This design comes from an exercise in tuning for small area, a short achievable clock period and few clock cycles on the open sky130 flow, not from production work. RTL that was checked went through simulation tests only; none was proved equivalent to the original. No functional check of the RTL was part of runs 1, 4 and 6. The flow treats the clock pin as an ideal source, which a real chip does not have. Power is estimated from default activity; no workload was simulated.

==> flow/design.v (outline; a module is shown in full before it is edited, if it fits) <==
// module aoi222: 5 lines
// module aoi22: 5 lines
// module and11: 5 lines
// module rdport1: 22 lines
// module dec2: 8 lines
// module dec3: 11 lines
// module wdec: 12 lines
// module selx: 13 lines
// module RegFile: 37 lines
// module g_xor2: 5 lines
// module g_xnor2: 5 lines
// module g_and2: 5 lines
// module g_a21o: 5 lines
// module g_a21oi: 5 lines
// module g_o21ai: 5 lines
// module g_nand2: 5 lines
// module g_nor2: 5 lines
// module g_inv: 5 lines
// module g_or2: 5 lines
// module g_nor4: 5 lines
// module g_nand4: 5 lines
// module addc32: 361 lines
// module add10: 91 lines
// module add32: 5 lines
// module inc32: 5 lines
// module inc10: 5 lines
// module eq32: 5 lines
// module resmux: 7 lines
// module sel4x10: 6 lines
// module mux10: 6 lines
// module zero32: 37 lines
// module RISC: 188 lines
module RISC(clk, rst, imem_addr, imem_rdata, dmem_addr, dmem_wdata, dmem_we, dmem_rdata);
  // ...
==> flow/flow/run.sh <==
#!/bin/bash
# Layout flow: the standard synthesis, then the standard ORFS steps with
# timing repair aimed below the clock period (SETUP_SLACK_MARGIN, in ns),
# one more repair pass after CTS (flow/post_cts.tcl), plain buffers on the
# ports, and the standard.sh to write out/final.def. Each tool's output
# goes to a log file here; ORFS's per-step logs are under orfs/logs.
set -euo pipefail
MARGIN=$(cat flow/margin.txt)
EXTRA=$(cat flow/extra_margin.txt)
bash standard.sh synth > synth_standard.log 2>&1
make -C "$FLOW_HOME" DESIGN_CONFIG="$FLOW_CONFIG" WORK_HOME="$PWD/orfs" \
  CLKGATE_MAP_FILE= SYNTH_SCRIPT="$PWD/synth_recipe.tcl" \
  SETUP_SLACK_MARGIN="$MARGIN" \
  BUFFER_PORTS_ARGS="-buffer_cell sky130_fd_sc_hd__buf_2" \
  POST_CTS_TCL="$PWD/flow/post_cts.tcl" EXTRA_MARGIN="$EXTRA" \
  finish > make_finish.log 2>&1
bash standard.sh finish > write_def.log 2>&1
==> flow/flow/extra_margin.txt <==
7.7
==> flow/flow/margin.txt <==
7.5
==> flow/flow/post_cts.tcl <==
# One more setup-repair pass after CTS, aimed EXTRA_MARGIN ns below the
# clock period: the standard pass stops early on this design.
set_propagated_clock [all_clocks]
estimate_parasitics -placement
repair_timing -setup -setup_margin $::env(EXTRA_MARGIN) -verbose
detailed_placement
check_placement -verbose
==> flow/standard.sh <==
#!/bin/bash
# synth_recipe.tcl (not shown) runs the flow's synth.tcl, then flattens the netlist and writes it again
# the make line also repeats each setting of config.mk as NAME=value (left out here)
make -C /OpenROAD-flow-scripts/flow DESIGN_CONFIG=/design/flow/config.mk WORK_HOME=/design/flow/orfs CLKGATE_MAP_FILE= SYNTH_SCRIPT=/design/flow/synth_recipe.tcl "${@:-finish}"
==> flow/config.mk <==
export PLATFORM = sky130hd
export DESIGN_NAME = RISC
export DESIGN_NICKNAME = RISC
export VERILOG_FILES = /design/flow/design.v
export SDC_FILE = /design/flow/constraint.sdc
export NUM_CORES = 8
export LEC_CHECK = 0
export CAP_MARGIN = 20
export CORE_MARGIN = 2
export CORE_UTILIZATION = 40
export CTS_CLUSTER_DIAMETER = 80
export CTS_CLUSTER_SIZE = 25
export SETUP_SLACK_MARGIN = 1.0
export SLEW_MARGIN = 20
export SYNTH_HIERARCHICAL = 1
==> flow/constraint.sdc <==
create_clock -name core_clock -period 11.0 [get_ports {clk}]
set_input_delay 2.2000 -clock core_clock [delete_from_list [all_inputs] [get_ports {clk}]]
set_output_delay 2.2000 -clock core_clock [all_outputs]
set_load 0.01 [all_outputs]
==> metrics.md, run 1 <==
| Metric | Value |
|---|---|
| Mux share of post-synthesis cell area | 0.0299 |
| Seq area share | 0.537 |
| Post-Route M1 WL | 89500 um |
| Initial Utilization | 0.404 |
| Final Instance Count excl. Fillers | 6906 |
| Most used routing layer | met2 |
| Status | no timing/DRC/antenna violations |
| Sequential cell count | 1302 |
| Hold EP | e_btgt[2]$_DFF_P_ |
| GPL Wtd Cong | 0.955 |
| Seq pwr share | 0.501 |
| Leak | ~25 nW |
| Share of cells above drive strength 1 | 0.194 |
| Finished Core Util | 0.451 |
| Die width | 396 um |
| Clock Sink Count | 1302 |
| R2R Path Start | m_rd[4]$_DFF_P_ |
| Clk cell area share | 0.0369 |
| Final setup vio count | 0 |
| Slowest cell on the critical path | dfrtp_2 |
| HPWL Detailed | between 100000 and 150000 um |
| YS warnings | 8 |
| Slew at the pin closest to its max-slew limit | 1160 ps |
| Adder-Cell Fraction of Synth Area | 0.0201 |
| CTS tree | yes |
| Leading cell kind | flip-flops and latches |
| Top pwr grp | sequential cells |
| IR drop worst, VDD | 0.000149 V |
| Data arrival, critical path | 1310 ps |
==> module RegFile, before the edit <==
module RegFile(clk, clr, we, wa, wd, ra1, ra2, rd1n, rd2n);
	input clk, clr, we;
	input [4:0] wa, ra1, ra2;
	input [31:0] wd;
	output [31:0] rd1n, rd2n;    
	wire [31*32-1:0] q;
	wire [31:1] s1, s2, wen;
	wire [3:0] wlo, wlo_d;
	wire [7:0] whi;
	dec2 wdl(.a(wa[1:0]), .y(wlo_d));
	dec3 wdh(.a(wa[4:2]), .y(whi));
	assign wlo = wlo_d & {4{we}};
	wdec wd0(.lo(wlo), .hi(whi), .wen(wen));
	genvar i;
	generate
	for (i = 1; i < 32; i = i + 1)
	begin : gpr
		reg [31:0] r;
		always @(posedge clk)
			if (clr | wen[i])
				r <= wd;
		assign q[32*(i-1) +: 32] = r;
	end
	endgenerate
	wire [3:0] lo1, lo2;
	wire [7:0] hi1, hi2;
	dec2 d1l(.a(ra1[1:0]), .y(lo1));
	dec3 d1h(.a(ra1[4:2]), .y(hi1));
	dec2 d2l(.a(ra2[1:0]), .y(lo2));
	dec3 d2h(.a(ra2[4:2]), .y(hi2));
	selx x1(.lo(lo1), .hi(hi1), .x(wen), .sel(s1));
	selx x2(.lo(lo2), .hi(hi2), .x(wen), .sel(s2));
	wire byp1 = we & (ra1 == wa);
	wire byp2 = we & (ra2 == wa);
	rdport1 p1(.q(q), .sel(s1), .xd(wd), .xs(byp1), .dn(rd1n));
	rdport1 p2(.q(q), .sel(s2), .xd(wd), .xs(byp2), .dn(rd2n));
endmodule
==> module zero32, before the edit <==
module zero32(a, b, ci, an, z);
	input  [31:0] a, b;
	input         ci, an;
	output        z;
	wire   [31:0] x, o, d, c;
	wire   [7:0]  n, nc;
	wire   [1:0]  m, mc;
	wire          za, zc;
	genvar i;
	generate
	for (i = 0; i < 32; i = i + 1)
	begin : bt
		g_xor2 ux(.a(a[i]), .b(b[i]), .y(x[i]));
		g_and2 uc(.a(a[i]), .b(b[i]), .y(c[i]));
		if (i < 31)
			g_or2 uo(.a(a[i]), .b(b[i]), .y(o[i]));
		if (i == 0)
			g_xor2 ud(.a(x[0]), .b(ci), .y(d[0]));
		else
			g_xor2 ud(.a(x[i]), .b(o[i-1]), .y(d[i]));
	end
	for (i = 0; i < 8; i = i + 1)
	begin : r1
		g_nor4 un(.a(d[4*i]), .b(d[4*i+1]), .c(d[4*i+2]), .d(d[4*i+3]), .y(n[i]));
		g_nor4 uc(.a(c[4*i]), .b(c[4*i+1]), .c(c[4*i+2]), .d(c[4*i+3]), .y(nc[i]));
	end
	for (i = 0; i < 2; i = i + 1)
	begin : r2
		g_nand4 un(.a(n[4*i]), .b(n[4*i+1]), .c(n[4*i+2]), .d(n[4*i+3]), .y(m[i]));
		g_nand4 uc(.a(nc[4*i]), .b(nc[4*i+1]), .c(nc[4*i+2]), .d(nc[4*i+3]), .y(mc[i]));
	end
	endgenerate
	g_nor2 uza(.a(m[0]), .b(m[1]), .y(za));
	g_nor2 uzc(.a(mc[0]), .b(mc[1]), .y(zc));
	assign o[31] = 1'b0;
	assign z = an ? zc : za;
endmodule
==> module RISC, before the edit <==
module RISC(clk, rst, imem_addr, imem_rdata, dmem_addr, dmem_wdata, dmem_we, dmem_rdata);
	input clk, rst;
	output [31:0] imem_addr;
	input  [31:0] imem_rdata;
	output [31:0] dmem_addr;
	output [31:0] dmem_wdata;
	output        dmem_we;
	input  [31:0] dmem_rdata;
	localparam [6:0] OP_LOAD = 7'b0000011, OP_STORE = 7'b0100011, OP_R = 7'b0110011,
	                 OP_I = 7'b0010011, OP_B = 7'b1100011, OP_J = 7'b1101111;
	reg  [9:0]  fpc;           
	reg         d_valid;       
	reg  [31:0] d_ins;         
	reg  [9:0]  d_btgt;        
	reg         d_pt;          
	reg         e_valid;       
	reg  [31:0] e_pcn;         
	reg  [9:0]  e_btgt;        
	reg  [31:0] e_a;           
	reg  [31:0] e_b;           
	reg         e_binv;        
	reg  [20:0] e_off;         
	reg         e_imm;         
	reg  [4:0]  e_rd;
	reg         e_load, e_store, e_br, e_jal, e_wr, e_pt;
	reg         e_sub, e_slt, e_xor, e_or, e_and, e_logic;
	reg         e_fa, e_fb, e_fs;  
	reg  [31:0] m_res;         
	reg  [31:0] m_addr;        
	reg  [31:0] m_sd;          
	reg  [4:0]  m_rd;
	reg         m_we, m_wr, m_load;
	wire        e_mis;         
	wire        stall;         
	wire        d_take;        
	wire        e_zero;        
	reg         e_zok;         
	wire [31:0] ins = imem_rdata;
	wire f_jal = (ins[6:0] == OP_J);
	wire f_bs  = (ins[6:0] == OP_B) & (ins[19:15] == ins[24:20]);
	wire [9:0] fpc_seq, fpc_jal, fpc_br;
	inc10 u_fseq(.a(fpc), .s(fpc_seq));
	add10 u_fjal(.a(fpc), .b({ins[29:21], 1'b0}), .s(fpc_jal));
	add10 u_fbr (.a(fpc_seq), .b({ins[29:25], ins[11:8], 1'b0}), .s(fpc_br));
	wire [9:0] fpc_pred, fpc_next;
	sel4x10 u_fpred(.s0(stall), .d0(fpc),
	                .s1(~stall & f_jal), .d1(fpc_jal), .s2(~stall & f_bs), .d2(fpc_br),
	                .s3(~stall & ~f_jal & ~f_bs), .d3(fpc_seq), .y(fpc_pred));
	wire [9:0] fpc_alt;
	wire       f_own;
	mux10 u_falt(.s(e_mis), .d1(e_btgt), .d0(d_btgt), .y(fpc_alt));
	g_nor2 u_fown(.a(e_mis), .b(d_take), .y(f_own));
	mux10 u_fnext(.s(f_own), .d1(fpc_pred), .d0(fpc_alt), .y(fpc_next));
	always @(posedge clk or posedge rst)
		if (rst)
			fpc <= 10'd0;
		else
			fpc <= fpc_next;
	assign imem_addr = {22'd0, fpc};
	always @(posedge clk or posedge rst)
		if (rst)
			d_valid <= 1'b0;
		else if (e_mis | ~stall)
			d_valid <= ~e_mis & ~d_take;
	always @(posedge clk)
		if (!stall)
		begin
			d_ins  <= ins;
			d_btgt <= fpc_br;
			d_pt   <= f_jal | f_bs;
		end
	wire [6:0]  d_op  = d_ins[6:0];
	wire [4:0]  d_rd  = d_ins[11:7];
	wire [2:0]  d_f3  = d_ins[14:12];
	wire [4:0]  d_rs1 = d_ins[19:15];
	wire [4:0]  d_rs2 = d_ins[24:20];
	wire d_load  = (d_op == OP_LOAD);
	wire d_store = (d_op == OP_STORE);
	wire d_r     = (d_op == OP_R);
	wire d_i     = (d_op == OP_I);
	wire d_br    = (d_op == OP_B);
	wire d_jal   = (d_op == OP_J);
	wire d_imm   = d_i | d_load | d_store;
	wire d_wr    = (d_load | d_r | d_i | d_jal) & (d_rd != 5'd0);
	wire d_alu   = d_r | d_i;
	wire d_slt   = d_alu & (d_f3 == 3'b010);
	wire d_sub   = (d_r & (d_f3 == 3'b000) & d_ins[30]) | d_slt;
	wire        e_w = e_valid & e_wr;                    
	wire [4:0]  d_rz  = (d_rs2 == 5'd0) ? d_rs1 : d_rs2;
	wire        d_bz  = d_valid & d_br & ~d_pt & ((d_rs1 == 5'd0) | (d_rs2 == 5'd0)) &
	                    e_w & e_zok & (e_rd == d_rz);
	g_and2 u_dtake(.a(d_bz), .b(e_zero), .y(d_take));    
	assign stall = d_valid & e_valid & e_load & e_wr &
	               ((d_rs1 == e_rd) | (d_rs2 == e_rd));
	wire [31:0] m_wd = m_load ? dmem_rdata : m_res;
	wire [31:0] rf1n, rf2n;    
	reg rf_clr;
	always @(posedge clk or posedge rst)
		if (rst)
			rf_clr <= 1'b1;
		else
			rf_clr <= 1'b0;
	RegFile regFile(.clk(clk), .clr(rf_clr), .we(m_wr), .wa(m_rd), .wd(m_wd),
	                .ra1(d_rs1), .ra2(d_rs2), .rd1n(rf1n), .rd2n(rf2n));
	always @(posedge clk or posedge rst)
		if (rst)
			e_valid <= 1'b0;
		else
			e_valid <= d_valid & ~e_mis & ~stall;
	always @(posedge clk)
	begin
		e_a     <= ~rf1n;
		e_b     <= ~rf2n;
		e_binv  <= d_sub & ~d_imm;
		e_off   <= d_jal   ? {d_ins[31], d_ins[19:12], d_ins[20], d_ins[30:21], 1'b0} :
		           d_store ? {{9{d_ins[31]}}, d_ins[31:25], d_ins[11:7]} :
		           d_imm   ? {{9{d_ins[31]}}, d_ins[31:20]} ^ {21{d_sub}}
		                   : {{9{d_ins[31]}}, d_ins[7], d_ins[30:25], d_ins[11:8], 1'b1};
		e_imm   <= d_imm;
		e_rd    <= d_rd;
		e_btgt  <= d_btgt;
		e_load  <= d_load;
		e_store <= d_store;
		e_br    <= d_br;
		e_jal   <= d_jal;
		e_wr    <= d_wr;
		e_pt    <= d_pt | d_take;
		e_zok   <= d_alu & ((d_f3 == 3'b111) | ((d_f3 != 3'b010) & ~d_f3[2]));    
		e_sub   <= d_sub;
		e_slt   <= d_slt;
		e_xor   <= d_alu & (d_f3 == 3'b100);
		e_or    <= d_alu & (d_f3 == 3'b110);
		e_and   <= d_alu & (d_f3 == 3'b111);
		e_logic <= d_jal | (d_alu & d_f3[2] & (d_f3 != 3'b101));
		e_fa    <= e_w & (e_rd == d_rs1);
		e_fb    <= e_w & (e_rd == d_rs2) & ~d_imm;
		e_fs    <= e_w & (e_rd == d_rs2);
	end
	wire [31:0] A  = e_fa ? m_res : e_a;
	wire [31:0] B  = e_imm   ? {{11{e_off[20]}}, e_off} :
	                 e_fb    ? (m_res ^ {32{e_sub}}) : (e_b ^ {32{e_binv}});
	wire [31:0] R2 = e_fs ? m_res : e_b;                     
	wire [31:0] sum, lres;
	wire        eq;
	addc32 u_alu(.a(A), .b(B), .ci(e_sub), .s(sum));
	eq32  u_eq(.a(A), .b(R2), .eq(eq));
	zero32 u_zero(.a(A), .b(B), .ci(e_sub), .an(e_and), .z(e_zero));
	wire        taken  = e_jal | (e_br & eq);
	wire [31:0] pcn_off, pcn_inc;
	add32 u_pcoff(.a(e_pcn), .b({{11{e_off[20]}}, e_off}), .s(pcn_off));
	inc32 u_pcinc(.a(e_pcn), .s(pcn_inc));
	wire [31:0] pcn_next = taken ? pcn_off : pcn_inc;
	g_and2 u_emis(.a(e_valid & e_br & ~e_pt), .b(eq), .y(e_mis));    
	assign      lres = e_jal ? e_pcn :
	                   e_xor ? (A ^ B) :
	                   e_or  ? (A | B) : (A & B);
	wire [31:0] res;
	resmux u_res(.lg(e_logic), .slt(e_slt), .lres(lres), .sum(sum), .res(res));
	always @(posedge clk or posedge rst)
		if (rst)
			e_pcn <= 32'd1;
		else if (e_valid)
			e_pcn <= pcn_next;
	always @(posedge clk or posedge rst)
		if (rst)
		begin
			m_res  <= 32'd0;       
			m_we   <= 1'b0;
			m_wr   <= 1'b0;
			m_load <= 1'b0;
		end
		else
		begin
			m_res  <= res;
			m_we   <= e_valid & e_store;
			m_wr   <= e_w;
			m_load <= e_load;
		end
	always @(posedge clk)
	begin
		m_sd   <= R2;
		m_rd   <= e_rd;
		m_addr <= res;
	end
	assign dmem_addr  = m_addr;
	assign dmem_wdata = m_sd;
	assign dmem_we    = m_we;
endmodule
==> run 2, diff against run 1 <==
--- a/flow/design.v
+++ b/flow/design.v
@@ -38,46 +38,2 @@
 endmodule
-module dec2(a, y);
-	input  [1:0] a;
-	output [3:0] y;
-	assign y[0] = ~a[1] & ~a[0];
-	assign y[1] = ~a[1] &  a[0];
-	assign y[2] =  a[1] & ~a[0];
-	assign y[3] =  a[1] &  a[0];
-endmodule
-module dec3(a, y);
-	input  [2:0] a;
-	output [7:0] y;
-	genvar k;
-	generate
-	for (k = 0; k < 8; k = k + 1)
-	begin : d
-		assign y[k] = (a == k);
-	end
-	endgenerate
-endmodule
-module wdec(lo, hi, wen);
-	input  [3:0] lo;
-	input  [7:0] hi;
-	output [31:1] wen;
-	genvar k;
-	generate
-	for (k = 1; k < 32; k = k + 1)
-	begin : w
-		assign wen[k] = lo[k % 4] & hi[k / 4];
-	end
-	endgenerate
-endmodule
-module selx(lo, hi, x, sel);
-	input  [3:0] lo;
-	input  [7:0] hi;
-	input  [31:1] x;
-	output [31:1] sel;
-	genvar k;
-	generate
-	for (k = 1; k < 32; k = k + 1)
-	begin : s
-		assign sel[k] = lo[k % 4] & hi[k / 4] & ~x[k];
-	end
-	endgenerate
-endmodule
 module RegFile(clk, clr, we, wa, wd, ra1, ra2, rd1n, rd2n);
@@ -89,8 +45,2 @@
 	wire [31:1] s1, s2, wen;
-	wire [3:0] wlo, wlo_d;
-	wire [7:0] whi;
-	dec2 wdl(.a(wa[1:0]), .y(wlo_d));
-	dec3 wdh(.a(wa[4:2]), .y(whi));
-	assign wlo = wlo_d & {4{we}};
-	wdec wd0(.lo(wlo), .hi(whi), .wen(wen));
 	genvar i;
@@ -100,2 +50,3 @@
 		reg [31:0] r;
+		assign wen[i] = we & (wa == i);
 		always @(posedge clk)
@@ -104,12 +55,6 @@
 		assign q[32*(i-1) +: 32] = r;
+		assign s1[i] = (ra1 == i) & ~wen[i];
+		assign s2[i] = (ra2 == i) & ~wen[i];
 	end
 	endgenerate
-	wire [3:0] lo1, lo2;
-	wire [7:0] hi1, hi2;
-	dec2 d1l(.a(ra1[1:0]), .y(lo1));
-	dec3 d1h(.a(ra1[4:2]), .y(hi1));
-	dec2 d2l(.a(ra2[1:0]), .y(lo2));
-	dec3 d2h(.a(ra2[4:2]), .y(hi2));
-	selx x1(.lo(lo1), .hi(hi1), .x(wen), .sel(s1));
-	selx x2(.lo(lo2), .hi(hi2), .x(wen), .sel(s2));
 	wire byp1 = we & (ra1 == wa);
@@ -672,9 +617,7 @@
 endmodule
-module zero32(a, b, ci, an, z);
+module zero32(a, b, an, z);
 	input  [31:0] a, b;
-	input         ci, an;
+	input         an;
 	output        z;
 	wire   [31:0] x, o, d, c;
-	wire   [7:0]  n, nc;
-	wire   [1:0]  m, mc;
 	wire          za, zc;
@@ -689,3 +632,3 @@
 		if (i == 0)
-			g_xor2 ud(.a(x[0]), .b(ci), .y(d[0]));
+			assign d[0] = x[0];
 		else
@@ -693,17 +636,35 @@
 	end
+	endgenerate
+	nor32 tza(.x(d), .z(za));
+	nor32 tzc(.x(c), .z(zc));
+	assign o[31] = 1'b0;
+	assign z = an ? zc : za;
+endmodule
+module nor32(x, z);
+	input  [31:0] x;
+	output        z;
+	wire   [15:0] l1;
+	wire   [7:0]  l2;
+	wire   [3:0]  l3;
+	wire   [1:0]  l4;
+	genvar i;
+	generate
+	for (i = 0; i < 16; i = i + 1)
+	begin : a
+		g_nor2 u(.a(x[2*i]), .b(x[2*i+1]), .y(l1[i]));
+	end
 	for (i = 0; i < 8; i = i + 1)
-	begin : r1
-		g_nor4 un(.a(d[4*i]), .b(d[4*i+1]), .c(d[4*i+2]), .d(d[4*i+3]), .y(n[i]));
-		g_nor4 uc(.a(c[4*i]), .b(c[4*i+1]), .c(c[4*i+2]), .d(c[4*i+3]), .y(nc[i]));
+	begin : b
+		g_nand2 u(.a(l1[2*i]), .b(l1[2*i+1]), .y(l2[i]));
+	end
+	for (i = 0; i < 4; i = i + 1)
+	begin : c
+		g_nor2 u(.a(l2[2*i]), .b(l2[2*i+1]), .y(l3[i]));
 	end
 	for (i = 0; i < 2; i = i + 1)
-	begin : r2
-		g_nand4 un(.a(n[4*i]), .b(n[4*i+1]), .c(n[4*i+2]), .d(n[4*i+3]), .y(m[i]));
-		g_nand4 uc(.a(nc[4*i]), .b(nc[4*i+1]), .c(nc[4*i+2]), .d(nc[4*i+3]), .y(mc[i]));
+	begin : d
+		g_nand2 u(.a(l3[2*i]), .b(l3[2*i+1]), .y(l4[i]));
 	end
 	endgenerate
-	g_nor2 uza(.a(m[0]), .b(m[1]), .y(za));
-	g_nor2 uzc(.a(mc[0]), .b(mc[1]), .y(zc));
-	assign o[31] = 1'b0;
-	assign z = an ? zc : za;
+	g_nor2 ue(.a(l4[0]), .b(l4[1]), .y(z));
 endmodule
@@ -802,4 +763,6 @@
 	g_and2 u_dtake(.a(d_bz), .b(e_zero), .y(d_take));    
+	wire d_use1 = d_load | d_store | d_r | d_i | d_br;
+	wire d_use2 = d_store | d_r | d_br;
 	assign stall = d_valid & e_valid & e_load & e_wr &
-	               ((d_rs1 == e_rd) | (d_rs2 == e_rd));
+	               ((d_use1 & (d_rs1 == e_rd)) | (d_use2 & (d_rs2 == e_rd)));
 	wire [31:0] m_wd = m_load ? dmem_rdata : m_res;
@@ -837,3 +800,3 @@
 		e_pt    <= d_pt | d_take;
-		e_zok   <= d_alu & ((d_f3 == 3'b111) | ((d_f3 != 3'b010) & ~d_f3[2]));    
+		e_zok   <= d_i & ((d_f3 == 3'b111) | ((d_f3 != 3'b010) & ~d_f3[2]));    
 		e_sub   <= d_sub;
@@ -856,3 +819,3 @@
 	eq32  u_eq(.a(A), .b(R2), .eq(eq));
-	zero32 u_zero(.a(A), .b(B), .ci(e_sub), .an(e_and), .z(e_zero));
+	zero32 u_zero(.a(A), .b({{11{e_off[20]}}, e_off}), .an(e_and), .z(e_zero));
 	wire        taken  = e_jal | (e_br & eq);
==> run 2 against run 1 <==
Net effect:
- sequential share of layout area barely moved
- count of clock-buffer cells in the layout shrank 5
- still clean
- clock skew down 6.6 ps
- worst setup slack worse by 29 ps
- combinational power decreased by 4.7%
==> metrics.md, run 2 <==
| Metric | Value |
|---|---|
| Worst slack, placed | about 6600 ps |
| Synth unique cells | 90 |
| YS warnings | 8 (unchanged) |
| Synth top area share | 0.507 |
| Drt first pass iters | 13 |
| Adder-Cell Fraction of Synth Area | 0.0201 (+0.0000766) |
| Crit path buffers/inverters | 1 |
| HP Start | d_btgt[6]$_DFFE_PP_ |
| Data arrival, critical path | 1340 ps (+30 ps) |
| Worst-Skew Late Latency | 750 ps |
| Clk pwr share | 0.186 |
| Slew at the pin closest to its max-slew limit | 1200 ps (+38.8 ps) |
| Setup TNS | 0 ps |
| Count of port buffers added during placement | 140 |
| Vias in the first global route | 43600 |
| Filler cells | 13700 |
| Hold EP | e_btgt[6]$_DFF_P_ |
| Die width | 395 um (-0.19%) |
| Clk_skew | 73.0 ps |
| Critical path class | register to output pin |
| Max_slew headroom | 0.194 |
| Total Routing Usage GR | 0.284 |
| Die Ht | 395 um |
| Commonest cells in the netlist | edfxtp_1, a222oi_1, nor2_1 |
| Via count | about 46000 |
| HP Class | register to register |
| Prevailing post-synth register cell | edfxtp_1 |
| Most common cell in the netlist | edfxtp_1 |
| Reg area | 37000 um2 |
| Hold depth | 0 |
| Final WS setup | roughly 7500 ps |
| HPWL Detailed | 147000 um (+0.54%) |
| Fin. max-slew vios | 0 |
| R2R Setup Slk | 7520 ps |
| Final Instance Count excl. Fillers | 6949 (+0.62%) |
| Wirelength per Cell | 33.1 um |
| Largest net degree at the start of global routing | 67 |
| Initial DRC count | between 9000 and 10000 |
| Share of cells above drive strength 1 | 0.197 (+0.00335) |
| Largest register FFs | 992 |
| Internal Pwr Total | 0.0103 W |
| Final hold viol count | 0 |
| Largest family of logic cells by synthesized area | compound AO/OA/AOI/OAI gates |
| Most used routing layer | met2 |
| Met2 Track Usage GR | 0.437 |
| Fraction of registers with async set/reset | 0.0614 |
| Final worst path period share | 0.322 |
| Clock period minus worst slack | 3540 ps |
| First-pass GRT wire length | roughly 320000 um |
| Leak | 24.7 nW (-2.3%) |
| GPL Wtd Cong | 0.969 (+1.5%) |
| N_diodes | 0 |
| Initial Utilization | 0.403 (-0.00106) |
| Die area | 156000 um2 |
| Post-synthesis register bit count | 1302 |
| DRT Wirelength | 230000 um |
| Ports | 163 |
| Crit-path cells | buf_6 |
| Sw Ratio | 0.372 |
| Fraction of the mapped netlist area in simple logic gates | 0.0956 |
| Largest Register | regFile.gpr.r |
| Crit end category | output pin |
| Slowest cell on the critical path | dfxtp_4 |
| Met1 Resource Use GR | 0.387 |
| Synth Area in XOR/XNOR | 0.0519 |
| Syn Area/Cell | 13.2 um2 |
| F_max | 282 MHz |
| Worst R2R End | e_b[15]$_DFF_P_ |
| Vias per inst | 6.65 |
| Register area share after synthesis | 0.601 |
| Commonest non-fill, non-tap cell in the layout | edfxtp_1 |
| Post-synthesis compound-gate area fraction | 0.176 |
| IR drop worst, VDD | 0.000139 V (-6.2%) |
| # DRC | 0 |
| Multi-input logic area | 23800 um2 |
| Cell accounting for the most synthesized area | edfxtp_1 |
| Kind of cell adding the most delay to the critical path | flip-flops |
| Post-synth EDFFs | slightly above 1000 |
| CTS tree | yes |
| Critical Path Source Type | register |
| Sw Pwr | a little over 0.006 W |
| Power Density | approximately 240 nW/um2 |
| Overflow left after global routing | 0 |
| GRT met3 Usage | 0.0553 |
| Rows | 143 |
| Core ar. | 152000 um2 |
| RSZ-0062 raised after global routing | yes |
| Mux share of post-synthesis cell area | 0.0288 (-0.00103) |
| Fin nets | 5036 |
| Cell count after synthesis | 4629 |
| Clock Sink Count | 1302 (unchanged) |
| Dpl cells | 6812 |
| Clk slew on worst S/H paths | 100 ps |
| R2R Path Start | m_rd[1]$_DFF_P_ |
| CP required | 8800 ps |
| Seq pwr share | 0.517 (+0.016) |
| CP Max Fanout | 1 |
| Final ANT Viol Nets | 0 |
| Synthesized cell area | 61300 um2 |
| Synth-to-layout area growth | 12.4% |
| Crit-path max cell delay | 460 ps |
| Combinational share of power | 0.297 |
| Antenna violations before repair | 3 |
| Final setup vio count | 0 (unchanged) |
| Status | no timing/DRC/antenna violations |
| Commonest cells after routing, fill and taps aside | edfxtp_1, a222oi_1, nor2_1 |
| Leading post-synthesis cells by cell area | edfxtp_1, a222oi_1, dfxtp_1 |
| # Max-Cap Violations | 0 |
| R2R depth | 8 |
## run 2: kinds of logic (layout without fill, tap and decap cells)
family | after synthesis | in the layout
buffers and inverters | 385 | 649
other | 1 | 27
xor gates and xnor gates | 362 | 362
muxes | 158 | 158
and+or+nand+nor | 1089 | 1089
DFF | 1302 | 1302
adders and majority gates | 98 | 98
AOI/OAI and AO/OA | 1234 | 1234
## run 2: stage by stage
stage / util / total power [W] / cell area [um2] / hold WS (ps)
3_3_place_gp: 0.430 / 0.0130 / 65400 / 354
5_1_grt: 0.453 / 0.0172 / 68900 / 388
6_report: 0.453 / 0.0165 / 68900 / 360
2_1_floorplan: - / 0.0110 / 61500 / 333
3_5_place_dp: 0.430 / 0.0131 / 65400 / 356
## run 2: power groups by stage
stage | clock (W) | combinational, W | sequential (W)
6_report | 0.00307 | 0.00489 | 0.00851
5_1_grt | 0.00328 | 0.00523 | 0.00864
3_5_place_dp | 0 | 0.00456 | 0.00856
3_3_place_gp | 0 | 0.00452 | 0.00849
2_1_floorplan | 0 | 0.00286 | 0.00815
## run 2: cell type report
class,count,area share
clock buffers,89,0.0279
clock inverters,33,0.00643
inverters,247,0.0136
multi-input cells,2968,0.346
flip-flops and latches,1302,0.537
well taps,2030,0.0369
repair buffers,280,0.0321
## run 2: per-layer routing
metal	up-vias	part of all wire
li1	19400	-
met1	23000	0.39
met2	3272	0.45
met3	475	0.11
met4	0	0.051
met5	-	0
## run 2: Yosys stat by module (local to each module, per instance), a selection
module | area, um2 | times used | cells inside | flip-flops and latches
add10 | 7.51 | 2 | 1 | 0
and11 | 27.5 | 64 | 4 | 0
aoi222 | 10.0 | 640 | 1 | 0
g_a21o | 7.51 | 1 | 1 | 0
g_nand2 | 3.75 | 88 | 1 | 0
resmux | 364 | 1 | 46 | 0
## run 2: how the worst max path moves through the flow
| stage | startpoint | end | slack (ps) | depth (start not counted) |
|---|---|---|---|---|
| after global placement | e_fs$_DFF_P_ | fpc[5]$_DFF_PP0_ | 6530 | 8 |
| after global routing | m_addr[11]$_DFF_P_ | dmem_addr[11] | 7470 | 1 |
| after detailed placement | e_fs$_DFF_P_ | fpc[1]$_DFF_PP0_ | 6560 | 8 |
| after floorplan | imem_rdata[15] | fpc[3]$_DFF_PP0_ | 7400 | 9 |
| final | m_addr[11]$_DFF_P_ | dmem_addr[11] | 7460 | 1 |
Testbench counts of run 2, summed over its fixed seeds: cycles 103,493.
==> run 3, diff against run 2 <==
==> flow/flow/extra_margin.txt (replaced) <==
8.2
==> flow/flow/margin.txt (replaced) <==
8.0
==> run 3 against run 2 <==
Net effect:
- cell count is 2.7% higher
- global-route usage is 0.31 points higher
- synthesized cell count stayed put
- die area stayed put
- via count is 2.8% higher
- wire length is 2.1% higher
- worst setup slack better by 45 ps
- non-clock buffer count is 180 higher
- worst hold slack better by 20 ps
- first-iteration DRC count is 1.2% higher
==> metrics.md, run 3 <==
| Metric | Value |
|---|---|
| Multi-input logic area | 26600 um2 (+12%) |
| Critical path class | register to output pin |
| Clk slew on worst S/H paths | 90 ps (about the same) |
| Leak | 26.6 nW (+8.0%) |
| Vias per inst | 6.66 (about the same) |
| CTS tree | yes |
| Share of cells above drive strength 1 | 0.292 (+0.0948) |
| Initial Utilization | 0.403 (unchanged) |
| Filler cells | 13100 (-4.4%) |
| F_max | 286 MHz (+1.3%) |
| Die Ht | 395 um (unchanged) |
| Critical Path Source Type | register |
| Commonest cells after routing, fill and taps aside | edfxtp_1, a222oi_1, buf_4 |
| Largest net degree at the start of global routing | 67 (unchanged) |
| Combinational share of power | 0.327 (+0.030) |
| GPL Wtd Cong | 0.965 (-0.42%) |
| Slew at the pin closest to its max-slew limit | 1150 ps (-51.0 ps) |
| Fraction of registers with async set/reset | 0.0614 (unchanged) |
| HP Class | register to register |
| Data arrival, critical path | 1300 ps (-40 ps) |
| Die area | 156000 um2 (unchanged) |
| Post-synthesis register bit count | 1302 (unchanged) |
| Final ANT Viol Nets | 0 (unchanged) |
| Hold EP | e_btgt[6]$_DFF_P_ |
| Hold depth | 0 (unchanged) |
| Vias in the first global route | 45200 (+3.7%) |
| Sw Ratio | 0.371 (-0.00145) |
| # Max-Cap Violations | 0 (unchanged) |
| Synth Area in XOR/XNOR | 0.0519 (unchanged) |
| HPWL Detailed | 142000 um (-3.6%) |
| Via count | 47500 (+2.8%) |
| Most common cell in the netlist | edfxtp_1 |
| CP Max Fanout | 2 (+1) |
| Final hold viol count | 0 (unchanged) |
| Crit-path cells | buf_6 |
| Internal Pwr Total | 0.0111 W (+7.1%) |
| Setup TNS | 0 ps (unchanged) |
| Core ar. | 152000 um2 (unchanged) |
| DRT Wirelength | 235000 um (+2.1%) |
| Syn Area/Cell | 13.2 um2 (unchanged) |
| Crit end category | output pin |
| Slowest cell on the critical path | dfrtp_2 |
| Final worst path period share | 0.318 (-0.00405) |
| Cell accounting for the most synthesized area | edfxtp_1 |
| Commonest cells in the netlist | edfxtp_1, a222oi_1, nor2_1 |
| Antenna violations before repair | 9 (+6) |
| Prevailing post-synth register cell | edfxtp_1 |
| Post-synthesis compound-gate area fraction | 0.176 (unchanged) |
| YS warnings | 8 (unchanged) |
| Cell count after synthesis | 4629 (unchanged) |
| Power Density | 237 nW/um2 (-0.86%) |
| Largest family of logic cells by synthesized area | compound AO/OA/AOI/OAI gates |
| HP Start | d_btgt[6]$_DFFE_PP_ |
| Reg area | 37000 um2 (+0.10%) |
| Worst R2R End | fpc[2]$_DFF_PP0_ |
| Commonest non-fill, non-tap cell in the layout | edfxtp_1 |
| Crit path buffers/inverters | 1 (unchanged) |
| Drt first pass iters | 13 (unchanged) |
| Crit-path max cell delay | 450 ps (about the same) |
| Final setup vio count | 0 (unchanged) |
| Max_slew headroom | 0.232 (+0.0384) |
| Clk pwr share | 0.190 (+0.004) |
| Fin nets | 5225 (+3.8%) |
| Clock period minus worst slack | 3500 ps (-44.5 ps) |
| Synth top area share | 0.507 (unchanged) |
| R2R Path Start | e_fa$_DFF_P_ |
| Ports | 163 (unchanged) |
| Synth unique cells | 90 (unchanged) |
| Total Routing Usage GR | 0.287 (+0.00307) |
| Clock Sink Count | 1302 (unchanged) |
| Synth-to-layout area growth | 21.1% |
| Count of port buffers added during placement | 140 (unchanged) |
| Mux share of post-synthesis cell area | 0.0288 (unchanged) |
| R2R Setup Slk | 7750 ps (+230 ps) |
| Fin. max-slew vios | 0 (unchanged) |
| RSZ-0062 raised after global routing | yes |
| Adder-Cell Fraction of Synth Area | 0.0201 (unchanged) |
| Seq pwr share | 0.483 (-0.034) |
| Largest register FFs | 992 (unchanged) |
| Die width | 395 um (unchanged) |
| Wirelength per Cell | 32.9 um (-0.59%) |
| Worst-Skew Late Latency | 740 ps (about the same) |
| # DRC | 0 (unchanged) |
| Fraction of the mapped netlist area in simple logic gates | 0.0956 (unchanged) |
| N_diodes | 0 (unchanged) |
| Rows | 143 (unchanged) |
| Status | no timing/DRC/antenna violations |
| Clk_skew | 67.3 ps (-5.72 ps) |
| CP required | 8800 ps (about the same) |
| First-pass GRT wire length | 326000 um (+1.6%) |
| R2R depth | 18 (+10) |
| Kind of cell adding the most delay to the critical path | flip-flops |
| Synthesized cell area | 61300 um2 (unchanged) |
| Post-synth EDFFs | 1035 (unchanged) |
| IR drop worst, VDD | 0.000120 V (-14%) |
| Sw Pwr | 0.00652 W (+6.4%) |
| Leading post-synthesis cells by cell area | edfxtp_1, a222oi_1, dfxtp_1 |
| Initial DRC count | 9417 (+1.2%) |
| Largest Register | regFile.gpr.r |
| Register area share after synthesis | 0.601 (unchanged) |
| Overall Power | 0.0176 W (+6.8%) |
| Overflow left after global routing | 0 (unchanged) |
-- run 3: how the worst max path moves through the flow --
stage,start,end,slack (ps),cells after the start
floorplan,imem_rdata[11],fpc[9]$_DFF_PP0_,7420,9
global placement,e_fa$_DFF_P_,fpc[5]$_DFF_PP0_,6660,11
detailed placement,e_fa$_DFF_P_,fpc[5]$_DFF_PP0_,6620,11
global route,fpc[2]$_DFF_PP0_,imem_addr[2],7480,1
finish,fpc[3]$_DFF_PP0_,imem_addr[3],7500,1
-- run 3: logic make-up after synthesis --
group / count (synthesis)
flip-flops: 1302
AO/OA/AOI/OAI: 1234
AND/OR/NAND/NOR: 1089
buffers and inverters: 385
XOR/XNOR: 362
multiplexers: 158
adder cells (fa/ha/maj): 98
other: 1
-- run 3: per-layer routing --
layer | part of all wire | up-vias | global-route usage
met2 | 0.44 | 3313 | 0.431
met5 | 0.00023 | - | 0
met1 | 0.39 | 23900 | 0.395
met4 | 0.057 | 8 | 0.148
met3 | 0.11 | 476 | 0.0554
li1 | - | 19800 | -
-- run 3: area by class of cell --
cell class / instances / area share
multi-input combinational: 2972 / 0.359
inverter: 247 / 0.0132
sequential: 1302 / 0.499
clock inverter: 42 / 0.00851
tap: 2030 / 0.0342
timing repair buffer: 460 / 0.0591
clock buffer: 85 / 0.0272
timing repair inverter: 1 / 0.0000674
-- run 3: stage by stage --
step                      utilization  hold slack, ps  area (um2)  setup WS (ps)  cells
after floorplan                     -             333       62100           7420   4655
after global placement          0.432             356       65800           6660   6790
after detailed placement        0.433             360       65800           6620   6791
after global routing            0.488             393       74200           7480   7139
final                           0.488             379       74200           7500   7139
-- run 3: modules after synthesis, one instance, submodules excluded, a selection --
module   cells inside  flops+latches  area (um2)  times used
g_xnor2             1              0        8.76          31
eq32               43              0         347           1
g_and2              1              0        6.26          83
aoi222              1              0        10.0         640
g_inv               1              0        3.75          61
aoi22               1              0        12.5          64
and11               4              0        27.5          64
g_nor2              1              0        3.75          95
-- run 3: power groups by stage --
| stage | registers [W] | clock network (W) | logic, W |
|---|---|---|---|
| global placement | 0.00844 | 0 | 0.00450 |
| detailed placement | 0.00851 | 0 | 0.00453 |
| global route | 0.00864 | 0.00353 | 0.00611 |
| floorplan | 0.00815 | 0 | 0.00294 |
| finish | 0.00850 | 0.00334 | 0.00576 |
==> run 4, diff against run 3 <==
--- a/flow/design.v
+++ b/flow/design.v
@@ -729,3 +729,9 @@
 			fpc <= fpc_next;
-	assign imem_addr = {22'd0, fpc};
+	reg  [9:0]  fpc_o;
+	always @(posedge clk)
+		if (rst)
+			fpc_o <= 10'd0;
+		else
+			fpc_o <= fpc_next;
+	assign imem_addr = {22'd0, fpc_o};
 	always @(posedge clk or posedge rst)
==> flow/flow/extra_margin.txt (replaced) <==
7.9
==> flow/flow/margin.txt (replaced) <==
7.7
==> run 4 against run 3 <==
Net effect:
- clock skew decreased by 24 ps
- count of clock-buffer cells in the layout grew 1
- first-iteration DRC count rose by 4.4%
- worst setup slack better by 19 ps
- highest routed layer unchanged
- synthesized cell count increased by 0.24%
- critical path type unchanged
- non-clock buffer count decreased by 128
- die area is 0.45% higher
- area after synthesis grew 0.45%
- still clean on timing, DRC and antenna
- sequential share of layout area is 2.3 points higher
- combinational power decreased by about 10%
- clock power about the same
==> metrics.md, run 4 <==
| Metric | Value |
|---|---|
| Commonest non-fill, non-tap cell in the layout | edfxtp_1 |
| HPWL Detailed | 143000 um (+0.92%) |
| Clk pwr share | 0.194 (+0.004) |
| Final setup vio count | 0 (unchanged) |
| Fin nets | 5107 (-2.3%) |
| Clock period minus worst slack | 3480 ps (-19.0 ps) |
| Cell count after synthesis | 4640 (+0.24%) |
| Largest Register | regFile.gpr.r |
| GPL Wtd Cong | 0.954 (-1.2%) |
| Initial DRC count | 9832 (+4.4%) |
| Worst-Skew Late Latency | 730 ps (about the same) |
| Finished Core Util | 0.467 (-0.0206) |
| # Max-Cap Violations | 0 (unchanged) |
| Share of cells above drive strength 1 | 0.241 (-0.0513) |
| R2R depth | 8 (-10) |
| Core ar. | 152000 um2 (+0.24%) |
| Critical Path Source Type | register |
| Data arrival, critical path | 1280 ps (-20 ps) |
| Final ANT Viol Nets | 0 (unchanged) |
| Antenna violations before repair | 13 (+4) |
| Synth unique cells | 90 (unchanged) |
| Final worst path period share | 0.316 (-0.00173) |
| Status | no timing/DRC/antenna violations |
| Largest net degree at the start of global routing | 67 (unchanged) |
| DRT Wirelength | 230000 um (-2.0%) |
| Fin. max-slew vios | 0 (unchanged) |
| Vias per inst | 6.69 (+0.57%) |
| Vias in the first global route | 45100 (-0.046%) |
| Sw Pwr | 0.00633 W (-2.9%) |
| Clk slew on worst S/H paths | 100 ps (about the same) |
| YS warnings | 8 (unchanged) |
| Prevailing post-synth register cell | edfxtp_1 |
| Hold depth | 0 (unchanged) |
| Leading post-synthesis cells by cell area | edfxtp_1, a222oi_1, dfxtp_1 |
| Power Density | 240 nW/um2 (+1.0%) |
| Sw Ratio | 0.371 (+0.000514) |
| Cell accounting for the most synthesized area | edfxtp_1 |
| DR top layer | met5 |
| Fin area | 71200 um2 (-4.0%) |
| Syn Area/Cell | 13.3 um2 (+0.21%) |
| Largest register FFs | 992 (unchanged) |
| HP Class | register to register |
| Setup TNS | 0 ps (unchanged) |
| Fraction of registers with async set/reset | 0.0610 (-0.000468) |
| CP Max Fanout | 1 (-1) |
| Slowest cell on the critical path | dfxtp_4 |
| Kind of cell adding the most delay to the critical path | flip-flops |
| Initial Utilization | 0.404 (+0.000860) |
| Most common cell in the netlist | edfxtp_1 |
| Post-Route M1 WL | 88100 um (-3.0%) |
| Die Ht | 396 um (+0.22%) |
| Clock Sink Count | 1312 (+0.77%) |
| Metal3 WL | 27200 um (+1.3%) |
| Crit end category | output pin |
| Register area share after synthesis | 0.601 (about the same) |
| IR drop worst, VDD | 0.000132 V (+10%) |
| RSZ-0062 raised after global routing | yes |
| Synth top area share | 0.505 (-0.00227) |
| Dpl cells | 6816 (+0.37%) |
| Synthesized cell area | 61600 um2 (+0.45%) |
| Die width | 396 um (+0.22%) |
| Max_slew headroom | 0.196 (-0.0357) |
| Clk_skew | 43.7 ps (-23.6 ps) |
| Seq pwr share | 0.503 (+0.020) |
| # DRC | 0 (unchanged) |
| CP required | 8800 ps (about the same) |
| Internal Pwr Total | 0.0107 W (-3.1%) |
| Stages on the worst setup path | 1 (unchanged) |
| Commonest cells in the netlist | edfxtp_1, a222oi_1, nor2_1 |
| Post-synth EDFFs | 1035 (unchanged) |
| Final Instance Count excl. Fillers | 7030 (-1.5%) |
| Total Routing Usage GR | 0.283 (-0.00424) |
| Slew at the pin closest to its max-slew limit | 1210 ps (+53.6 ps) |
| Count of port buffers added during placement | 140 (unchanged) |
| Crit path buffers/inverters | 1 (unchanged) |
| Crit-path cells | buf_6 |
| Wirelength per Cell | 32.7 um (-0.47%) |
| Synth-to-layout area growth | 15.7% |
| Placed cell areas | 65800 um2 (about the same) |
| Overflow left after global routing | 0 (unchanged) |
| Critical path class | register to output pin |
| F_max | 287 MHz (+0.55%) |
| Leak | 25.4 nW (-4.6%) |
| Post-synthesis register bit count | 1312 (+0.77%) |
| Final WS setup | 7520 ps (+19.0 ps) |
| Crit-path max cell delay | 430 ps (-20 ps) |
| Worst slack, placed | 6430 ps (-189 ps) |
| Via count | 47100 (-0.97%) |
| Met2 wire len | 102000 um (-1.0%) |
| Drt first pass iters | 14 (+1) |
| Commonest cells after routing, fill and taps aside | edfxtp_1, a222oi_1, nor2_1 |
| Rows | 143 (unchanged) |
| Final hold viol count | 0 (unchanged) |
| Combinational share of power | 0.304 (-0.023) |
| CTS tree | yes |
| First-pass GRT wire length | 324000 um (-0.67%) |
| Ports | 163 (unchanged) |
| Die area | 157000 um2 (+0.45%) |
[run 4: cell type report]
| cell class | count | area [um2] |
|---|---|---|
| clock inverters | 48 | 638 |
| flip-flops and latches | 1312 | 37200 |
| multi-input cells | 2974 | 25000 |
| repair buffers | 332 | 2890 |
| inverters | 245 | 953 |
| fillers | 13500 | 81200 |
| clock buffers | 86 | 2000 |
| diodes | 3 | 7.51 |
| well taps | 2030 | 2540 |
[run 4: path summary, 6_finish.rpt]
| kind | start | to | slack, ps |
|---|---|---|---|
| setup / recovery | m_sd[7]$_DFF_P_ | dmem_wdata[7] | 7520 |
| hold / removal | d_btgt[6]$_DFFE_PP_ | e_btgt[6]$_DFF_P_ | 370 |
| setup reg to reg | m_rd[3]$_DFF_P_ | e_a[6]$_DFF_P_ | 7680 |
| hold reg to reg | d_btgt[6]$_DFFE_PP_ | e_btgt[6]$_DFF_P_ | 370 |
| max in group asynchronous | rst | e_pcn[14]$_DFFE_PP0P_ | 7930 |
| min in group asynchronous | rst | m_wr$_DFF_PP0_ | 1680 |
[run 4: power groups by stage]
stage	logic, W	registers (W)	clock network (W)
5_1_grt	0.00552	0.00873	0.00352
6_report	0.00518	0.00858	0.00331
3_3_place_gp	0.00451	0.00847	0
2_1_floorplan	0.00289	0.00820	0
3_5_place_dp	0.00455	0.00855	0
[run 4: metrics by stage]
step	hold WS, ps	total power [W]
final	367	0.0171
after floorplan	333	0.0111
after detailed placement	357	0.0131
after global placement	352	0.0130
after global routing	368	0.0178
[run 4: logic make-up (layout without fill, tap and decap cells)]
kind of cell               count (synthesis)  in the layout  synth area share
DFF                                     1312           1312             0.601
AOI/OAI and AO/OA                       1235           1235             0.175
and+or+nand+nor                         1092           1094            0.0961
buffers and inverters                    382            711            0.0268
xor gates and xnor gates                 362            362            0.0516
muxes                                    158            158            0.0287
adders and majority gates                 98             98            0.0200
other                                      1             30         0.0000609
[run 4: per-module statistics from Yosys (local to each module, per instance), excerpt]
| module | cells inside | times used | flops+latches | area (um2) |
|---|---|---|---|---|
| g_xnor2 | 1 | 31 | 0 | 8.76 |
| zero32 | 1 | 1 | 0 | 15.0 |
| inc32 | 86 | 1 | 0 | 611 |
| RegFile | 1192 | 1 | 992 | 30900 |
| g_inv | 1 | 61 | 0 | 3.75 |
| g_xor2 | 1 | 134 | 0 | 8.76 |
| inc10 | 24 | 1 | 0 | 164 |
| g_nand2 | 1 | 88 | 0 | 3.75 |
| g_and2 | 1 | 83 | 0 | 6.26 |
| and11 | 4 | 64 | 0 | 27.5 |
| resmux | 46 | 1 | 0 | 364 |
| add10 | 1 | 2 | 0 | 7.51 |
| g_or2 | 1 | 31 | 0 | 6.26 |
| add32 | 232 | 1 | 0 | 1690 |
| sel4x10 | 34 | 1 | 0 | 233 |
[run 4: per-layer routing]
| metal | vias up | track usage |
|---|---|---|
| li1 | 19700 | - |
| met4 | 12 | 0.140 |
| met3 | 485 | 0.0489 |
| met5 | - | 0 |
| met2 | 3378 | 0.430 |
| met1 | 23500 | 0.391 |
==> run 5, diff against run 4 <==
--- a/flow/design.v
+++ b/flow/design.v
@@ -729,9 +729,3 @@
 			fpc <= fpc_next;
-	reg  [9:0]  fpc_o;
-	always @(posedge clk)
-		if (rst)
-			fpc_o <= 10'd0;
-		else
-			fpc_o <= fpc_next;
-	assign imem_addr = {22'd0, fpc_o};
+	assign imem_addr = {22'd0, fpc};
 	always @(posedge clk or posedge rst)
--- a/flow/config.mk
+++ b/flow/config.mk
@@ -9,5 +9,6 @@
 export CORE_MARGIN = 2
-export CORE_UTILIZATION = 40
+export CORE_UTILIZATION = 50
 export CTS_CLUSTER_DIAMETER = 80
 export CTS_CLUSTER_SIZE = 25
+export PLACE_DENSITY = 0.7
 export SETUP_SLACK_MARGIN = 1.0
==> run 5 against run 4 <==
Net effect:
- non-clock buffer count decreased by 26
- sequential cell count decreased by 10
- critical path depth unchanged
- global-route usage increased by 6.5 points
- clock skew increased by 16 ps
- still clean on timing, DRC and antenna
- sequential power decreased by 2%
- wire length decreased by 1.9%
- core utilization increased by 9.9 points
- largest power group unchanged
==> metrics.md, run 5 <==
| Metric | Value |
|---|---|
| Ports | 163 (unchanged) |
| CP required | 8800 ps (about the same) |
| Synthesized cell area | 61300 um2 (-0.45%) |
| Critical path capture point | imem_addr[2] |
| # DRC | 0 (unchanged) |
| Synth Area in XOR/XNOR | 0.0519 (+0.000232) |
| Cell accounting for the most synthesized area | edfxtp_1 |
| Adder-Cell Fraction of Synth Area | 0.0201 (+0.0000900) |
| CP Max Fanout | 2 (+1) |
| Stages on the worst setup path | 1 (unchanged) |
| R2R Path Start | d_ins[16]$_DFFE_PP_ |
| Overflow left after global routing | 0 (unchanged) |
| GPL Wtd Cong | 1.01 (+5.6%) |
| CTS tree | yes |
| Largest register FFs | 992 (unchanged) |
| Rows | 128 (-10%) |
| Data arrival, critical path | 1280 ps (about the same) |
| Clk slew on worst S/H paths | 90 ps (about the same) |
| Commonest non-fill, non-tap cell in the layout | edfxtp_1 |
| Final ANT Viol Nets | 0 (unchanged) |
| Setup crit start | fpc[2]$_DFF_PP0_ |
| F_max | 288 MHz (about the same) |
| Largest net degree at the start of global routing | 66 (-1.5%) |
| Initial DRC count | 11000 (+12%) |
| YS warnings | 8 (unchanged) |
| Worst R2R End | e_a[21]$_DFF_P_ |
| Fin. max-slew vios | 0 (unchanged) |
| Fraction of registers with async set/reset | 0.0614 (+0.000468) |
| Commonest cells after routing, fill and taps aside | edfxtp_1, a222oi_1, nor2_1 |
| Fin nets | 5060 (-0.92%) |
| Clk_skew | 60.0 ps (+16.3 ps) |
| First-pass GRT wire length | 317000 um (-2.2%) |
| Crit-path cells | buf_6 |
| DRT Wirelength | 226000 um (-1.9%) |
| Crit path buffers/inverters | 1 (unchanged) |
| IR drop worst, VDD | 0.000184 V (+39%) |
| Antenna violations before repair | 8 (-5) |
| Clock period minus worst slack | 3480 ps (-2.68 ps) |
| Commonest cells in the netlist | edfxtp_1, a222oi_1, nor2_1 |
| Syn Area/Cell | 13.2 um2 (-0.21%) |
| Overall Power | 0.0164 W (-3.6%) |
| Clock Sink Count | 1302 (-0.76%) |
| Synth unique cells | 90 (unchanged) |
| Worst-Skew Late Latency | 720 ps (about the same) |
| Crit end category | output pin |
| Synth-to-layout area growth | 12.5% |
| Most common cell in the netlist | edfxtp_1 |
| Mux share of post-synthesis cell area | 0.0288 (+0.000129) |
| Leak | 24.8 nW (-2.3%) |
| Core ar. | 122000 um2 (-20%) |
| Final hold viol count | 0 (unchanged) |
| Synth top area share | 0.507 (+0.00227) |
| RSZ-0062 raised after global routing | yes |
| Total Routing Usage GR | 0.347 (+0.0649) |
| HP Class | register to register |
| Die Ht | 354 um (-11%) |
| Kind of cell adding the most delay to the critical path | flip-flops |
| Critical Path Source Type | register |
| Vias per inst | 7.24 (+8.2%) |
| Register area share after synthesis | 0.601 (about the same) |
| Leading post-synthesis cells by cell area | edfxtp_1, a222oi_1, dfxtp_1 |
| Slew at the pin closest to its max-slew limit | 1180 ps (-24.2 ps) |
| Fraction of the mapped netlist area in simple logic gates | 0.0956 (-0.000548) |
| Initial Utilization | 0.504 (+0.0997) |
| Crit-path max cell delay | 460 ps (+30 ps) |
| R2R depth | 9 (+1) |
| Drt first pass iters | 13 (-1) |
| Vias in the first global route | 45600 (+1.1%) |
| Largest family of logic cells by synthesized area | compound AO/OA/AOI/OAI gates |
| Status | no timing/DRC/antenna violations |
| Cell count after synthesis | 4629 (-0.24%) |
| Die width | 354 um (-11%) |
| Setup TNS | 0 ps (unchanged) |
| R2R Setup Slk | 7660 ps (-20 ps) |
| Prevailing post-synth register cell | edfxtp_1 |
| Post-synth EDFFs | 1035 (unchanged) |
| Count of port buffers added during placement | 140 (unchanged) |
| Die area | 125000 um2 (-20%) |
| HPWL Detailed | 139000 um (-3.1%) |
| Wirelength per Cell | 34.4 um (+5.1%) |
| Power Density | 238 nW/um2 (-0.44%) |
| Slowest cell on the critical path | dfrtp_2 |
| Post-synthesis register bit count | 1302 (-0.76%) |
| Post-synthesis compound-gate area fraction | 0.176 (+0.000399) |
| Final worst path period share | 0.316 (about the same) |
| Largest Register | regFile.gpr.r |
| Critical path class | register to output pin |
| Max_slew headroom | 0.212 (+0.0162) |
| Via count | 47500 (+1.0%) |
| Final setup vio count | 0 (unchanged) |
| Share of cells above drive strength 1 | 0.213 (-0.0271) |
| # Max-Cap Violations | 0 (unchanged) |
==> run 5: cell types whose count changed after synthesis, moves of 2 or more <==
cell / previous run / this run
nor2b_1: 16 / 5
dfxtp_1: 197 / 187
nor2_1: 262 / 271
a211oi_1: 50 / 54
clkbuf_1: 61 / 65
o221a_2: 5 / 1
inv_1: 245 / 247
nand2_1: 178 / 176
nor3_1: 68 / 70
o21ai_0: 60 / 58
==> run 5: cell type report <==
class | instances | area [um2]
clock buffers | 83 | 1800
inverters | 247 | 935
clock inverters | 29 | 414
fillers | 9915 | 52700
multi-input cells | 2970 | 24300
repair buffers | 306 | 2520
flip-flops and latches | 1302 | 36900
well taps | 1625 | 2030
diodes | 2 | 5.00
==> run 5: Yosys stat by module (local to each module, per instance), excerpt <==
module,cells inside,copies in the design,cell area (um2),flip-flops and latches
RegFile,1192,1,30900,992
inc32,86,1,611,0
sel4x10,34,1,233,0
inc10,24,1,164,0
mux10,11,2,161,0
and11,4,64,27.5,0
zero32,1,1,15.0,0
aoi22,1,64,12.5,0
g_or2,1,31,6.26,0
g_nand2,1,88,3.75,0
==> run 5: through the flow <==
stage | worst slack (ps) | hold WS, ps | util | cells | cell area (um2)
finish | 7520 | 355 | 0.567 | 6564 | 69000
global route | 7500 | 364 | 0.567 | 6563 | 69000
detailed placement | 6570 | 341 | 0.533 | 6394 | 64900
global placement | 6680 | 345 | 0.533 | 6393 | 64900
floorplan | 7400 | 333 | - | 4655 | 61600
==> run 5: worst min path at each step <==
| stage | start | end | slack [ps] | cells after the start |
|---|---|---|---|---|
| after floorplan | e_load$_DFF_P_ | m_load$_DFF_PP0_ | 330 | 0 |
| after global placement | e_load$_DFF_P_ | m_load$_DFF_PP0_ | 350 | 0 |
| after detailed placement | e_load$_DFF_P_ | m_load$_DFF_PP0_ | 340 | 0 |
| after global routing | e_load$_DFF_P_ | m_load$_DFF_PP0_ | 360 | 0 |
| final | e_load$_DFF_P_ | m_load$_DFF_PP0_ | 350 | 0 |
==> run 5: layer usage <==
metal	global-route usage	up-vias	share of wire
met3	0.130	740	0.16
li1	-	19500	-
met4	0.168	4	0.056
met1	0.449	23200	0.35
met2	0.517	4082	0.43
met5	0.00189	-	0.000098
==> run 5: power by group <==
group	internal, W	leakage, nW	switching (W)
clock	0.00130	1.07	0.00170
combinational	0.00162	11.0	0.00341
sequential	0.00743	12.8	0.00100
total	0.0103	24.8	0.00610
==> run 5: logic make-up (layout without fill, tap and decap cells) <==
kind of cell	after synthesis	count (layout)
flops	1302	1302
other cells	1	29
mux	158	158
simple gates	1089	1091
compound gates	1234	1234
buf+inv	385	665
fa+ha+maj	98	98
xor+xnor	362	362
Testbench counts of run 5, summed over its fixed seeds: cycles 103,493.
==> run 6, diff against run 5 <==
--- a/flow/design.v
+++ b/flow/design.v
@@ -724,3 +724,3 @@
 	mux10 u_fnext(.s(f_own), .d1(fpc_pred), .d0(fpc_alt), .y(fpc_next));
-	always @(posedge clk or posedge rst)
+	always @(posedge clk)
 		if (rst)
==> run 6 against run 5 <==
Net effect:
- core utilization shrank 0.18 points
- highest routed layer unchanged
- clock skew is 7.7 ps higher
- non-clock buffer count fell by 13
- still clean
- final area is 0.32% lower
- wire length down 0.26%
- count of clock-buffer cells in the layout is 5 higher
- first-iteration DRC count fell by 5.0%
- area after synthesis increased by 0.11%
==> metrics.md, run 6 <==
| Metric | Value |
|---|---|
| Dpl cells | 6397 (+0.047%) |
| Die area | 126000 um2 (+0.11%) |
| Clk_skew | 67.7 ps (+7.69 ps) |
| Largest register FFs | 992 (unchanged) |
| Max_slew headroom | 0.209 (-0.00302) |
| Initial Utilization | 0.504 (+0.000576) |
| HP Class | register to register |
| Combinational share of power | 0.284 (-0.021) |
| Slowest cell on the critical path | a222oi_1 |
| Post-synth EDFFs | 1035 (unchanged) |
| Cell accounting for the most synthesized area | edfxtp_1 |
| DR top layer | met5 |
| Fraction of registers with async set/reset | 0.0538 (-0.00768) |
| # DRC | 0 (unchanged) |
| Synth top area share | 0.507 (-0.000579) |
| Overall Power | 0.0157 W (-4.7%) |
| Metal3 WL | 36300 um (-0.69%) |
| Sw Ratio | 0.364 (-0.00695) |
| Power Density | 228 nW/um2 (-4.4%) |
| Fin. max-slew vios | 0 (unchanged) |
| Hold depth | 0 (unchanged) |
| Commonest cells in the netlist | edfxtp_1, a222oi_1, nor2_1 |
| Register area share after synthesis | 0.599 (-0.00150) |
| YS warnings | 8 (unchanged) |
| Core ar. | 122000 um2 (unchanged) |
| Ports | 163 (unchanged) |
| Leading post-synthesis cells by cell area | edfxtp_1, a222oi_1, dfxtp_1 |
| Vias in the first global route | 44700 (-2.0%) |
| Worst R2R End | e_b[3]$_DFF_P_ |
| Worst-Skew Late Latency | 710 ps (about the same) |
| Data arrival, critical path | 3950 ps (+2670 ps) |
| Internal Pwr Total | 0.00997 W (-3.7%) |
| R2R depth | 9 (unchanged) |
| Post-Route M1 WL | 79100 um (-0.14%) |
| R2R Path Start | d_ins[21]$_DFFE_PP_ |
| Reg area | 36900 um2 (-0.11%) |
| Met2 wire len | 97600 um (+0.38%) |
| Wirelength per Cell | 34.3 um (-0.15%) |
| Syn Area/Cell | 13.2 um2 (about the same) |
| Leak | 24.8 nW (about the same) |
| Sw Pwr | 0.00570 W (-6.5%) |
| Status | no timing/DRC/antenna violations |
| Fin area | 68800 um2 (-0.32%) |
| Seq pwr share | 0.530 (+0.017) |
| CP required | 11550 ps (+2750 ps) |
| Synth-to-layout area growth | 12.0% |
| Via count | 47300 (-0.56%) |
| Cell count after synthesis | 4633 (+0.086%) |
| Commonest non-fill, non-tap cell in the layout | edfxtp_1 |
| Crit-path max cell delay | 330 ps (-130 ps) |
| Clock period minus worst slack | 3400 ps (-78.3 ps) |
| Most common cell in the netlist | edfxtp_1 |
| Final hold viol count | 0 (unchanged) |
| Total Routing Usage GR | 0.344 (-0.00325) |
| Clk pwr share | 0.186 (+0.004) |
| Largest net degree at the start of global routing | 67 (+1.5%) |
| Largest Register | regFile.gpr.r |
| # Max-Cap Violations | 0 (unchanged) |
| RSZ-0062 raised after global routing | yes |
| Final Instance Count excl. Fillers | 6557 (-0.11%) |
| Crit-path cells | buf_6 -> a222oi_1 -> nand4_1 -> a21oi_4 -> nor2_4 -> a22oi_2 -> nand2_1 -> mux2_4 -> nor2b_1 |
| Synthesized cell area | 61400 um2 (+0.11%) |
| Final worst path period share | 0.309 (-0.00712) |
| Clk slew on worst S/H paths | 100 ps (about the same) |
| GPL Wtd Cong | 1.02 (+0.88%) |
| DRT Wirelength | 225000 um (-0.26%) |
| CP Max Fanout | 5 (+3) |
| Critical path class | input port to register |
| CTS tree | yes |
| Share of cells above drive strength 1 | 0.207 (-0.00692) |
| Filler cells | 9892 (-0.23%) |
| Initial DRC count | 10500 (-5.0%) |
| Commonest cells after routing, fill and taps aside | edfxtp_1, a222oi_1, nor2_1 |
| Synth unique cells | 97 (+7.8%) |
| Hold EP | m_load$_DFF_PP0_ |
| Placed cell areas | 64900 um2 (+0.11%) |
| Setup TNS | 0 ps (unchanged) |
| Crit end category | register |
| Die width | 354 um (about the same) |
| Multi-input logic area | 24400 um2 (+0.27%) |
| R2R Setup Slk | 7620 ps (-40 ps) |
| Crit path buffers/inverters | 1 (unchanged) |
| HP Start | e_load$_DFF_P_ |
| Fin nets | 5052 (-0.16%) |
| F_max | 294 MHz (+2.3%) |
| Final ANT Viol Nets | 0 (unchanged) |
| HPWL Detailed | 140000 um (+0.59%) |
| Count of port buffers added during placement | 140 (unchanged) |
| IR drop worst, VDD | 0.000148 V (-20%) |
| Drt first pass iters | 15 (+2) |
| Prevailing post-synth register cell | edfxtp_1 |
| Rows | 128 (unchanged) |
| Critical Path Source Type | input port |
| Post-synthesis register bit count | 1302 (unchanged) |
| Kind of cell adding the most delay to the critical path | compound AO/OA/AOI/OAI gates |
| Antenna violations before repair | 6 (-2) |
| Final setup vio count | 0 (unchanged) |
| Die Ht | 354 um (about the same) |
| First-pass GRT wire length | 313000 um (-1.4%) |
| Clock Sink Count | 1302 (unchanged) |
| Slew at the pin closest to its max-slew limit | 1190 ps (+4.53 ps) |
| Overflow left after global routing | 0 (unchanged) |
| Vias per inst | 7.21 (-0.46%) |
==> run 6: changes by cell type after synthesis, sizes merged, moves of 3 or more <==
cell,before,now
a211oi,54,50
buf,72,80
clkbuf,66,57
dfrtp,78,68
dfxtp,187,197
nand2,177,180
nor2,272,264
nor2b,5,20
nor3,134,128
o221a,1,5
xor2,239,236
==> run 6: logic make-up after synthesis <==
group,count (synthesis),synth area share
and+or+nand+nor,1095,0.0966
muxes,159,0.0290
xor gates and xnor gates,359,0.0512
DFF,1302,0.599
buffers and inverters,384,0.0273
AOI/OAI and AO/OA,1235,0.176
other,1,0.0000611
adders and majority gates,98,0.0201
==> run 6: metrics by stage <==
| stage | util | setup WS, ps | hold slack [ps] |
|---|---|---|---|
| 6_report | 0.565 | 7600 | 380 |
| 2_1_floorplan | - | 7300 | 333 |
| 3_5_place_dp | 0.534 | 6240 | 360 |
| 5_1_grt | 0.565 | 7520 | 391 |
| 3_3_place_gp | 0.533 | 6340 | 355 |
==> run 6: how the worst max path moves through the flow <==
stage	start	end	slack, ps	depth (start not counted)
2_1_floorplan	imem_rdata[9]	fpc[9]$_SDFF_PP0_	7300	10
5_1_grt	imem_rdata[20]	fpc[7]$_SDFF_PP0_	7520	9
6_report	imem_rdata[20]	fpc[6]$_SDFF_PP0_	7600	9
3_3_place_gp	e_fa$_DFF_P_	fpc[1]$_SDFF_PP0_	6340	10
3_5_place_dp	e_fa$_DFF_P_	fpc[6]$_SDFF_PP0_	6240	10
==> run 6: final cells by class <==
| cell class | instances | area share |
|---|---|---|
| diodes | 4 | 0.000146 |
| repair buffers | 293 | 0.0340 |
| multi-input cells | 2975 | 0.355 |
| inverters | 247 | 0.0136 |
| flip-flops and latches | 1302 | 0.537 |
| clock buffers | 88 | 0.0268 |
| clock inverters | 23 | 0.00446 |
| well taps | 1625 | 0.0296 |
==> run 6: layer usage <==
metal  global-route usage  up-vias
li1                     -    19500
met1                0.443    23200
met2                0.512     3963
met3                0.135      657
met4                0.158       16
met5               0.0155        -
==> run 6: power by group through the flow <==
stage | Clock (W) | Combinational (W) | Sequential (W)
after detailed placement | 0 | 0.00408 | 0.00836
final | 0.00291 | 0.00445 | 0.00831
after global placement | 0 | 0.00403 | 0.00827
after floorplan | 0 | 0.00251 | 0.00806
after global routing | 0.00307 | 0.00467 | 0.00843
==> run 6: Yosys stat by module (local to each module, per instance), a selection <==
module / area [um2] / flip-flops and latches / cells inside
inc32: 611 / 0 / 86
inc10: 164 / 0 / 24
g_xor2: 8.76 / 0 / 1
g_and2: 6.26 / 0 / 1
g_or2: 6.26 / 0 / 1
g_inv: 3.75 / 0 / 1

==> re-timing with driven ports <==
The flow's constraints put no driver on any port. The routed layouts listed below were extracted and timed again, unchanged, in two steps. Step 1: set_driving_cell puts a clkbuf_16 on clk and a buf_2 on each other input, an assumption about the parent block. Step 2, shift: input delay + t, output delay - t, t = (earliest + latest rising clock arrival at the registers) / 2. This alone moves slack from input paths to output paths. Three values: ideal, step 1, step 2; two values: the first two.
run | t (ns) | slack for setup (ns) | clock arrival spread, ns
run 1 | 0.796 | 7.487 / 7.407 / 6.905 | 0.086 / 0.087
run 2 | 0.794 | 7.458 / 7.380 / 6.893 | 0.074 / 0.074
run 3 | 0.784 | 7.503 / 7.423 / 7.023 | 0.072 / 0.073
run 4 | 0.788 | 7.522 / 7.445 / 6.928 | 0.048 / 0.047
run 5 | 0.773 | 7.524 / 7.445 / 6.975 | 0.062 / 0.062
run 6 | 0.758 | 7.603 / 7.526 / 6.879 | 0.069 / 0.069
After both steps every run listed still meets setup and hold. The setup slack of run 6, which loses most, moves by -0.077 ns with the drivers and by -0.724 ns with both steps.
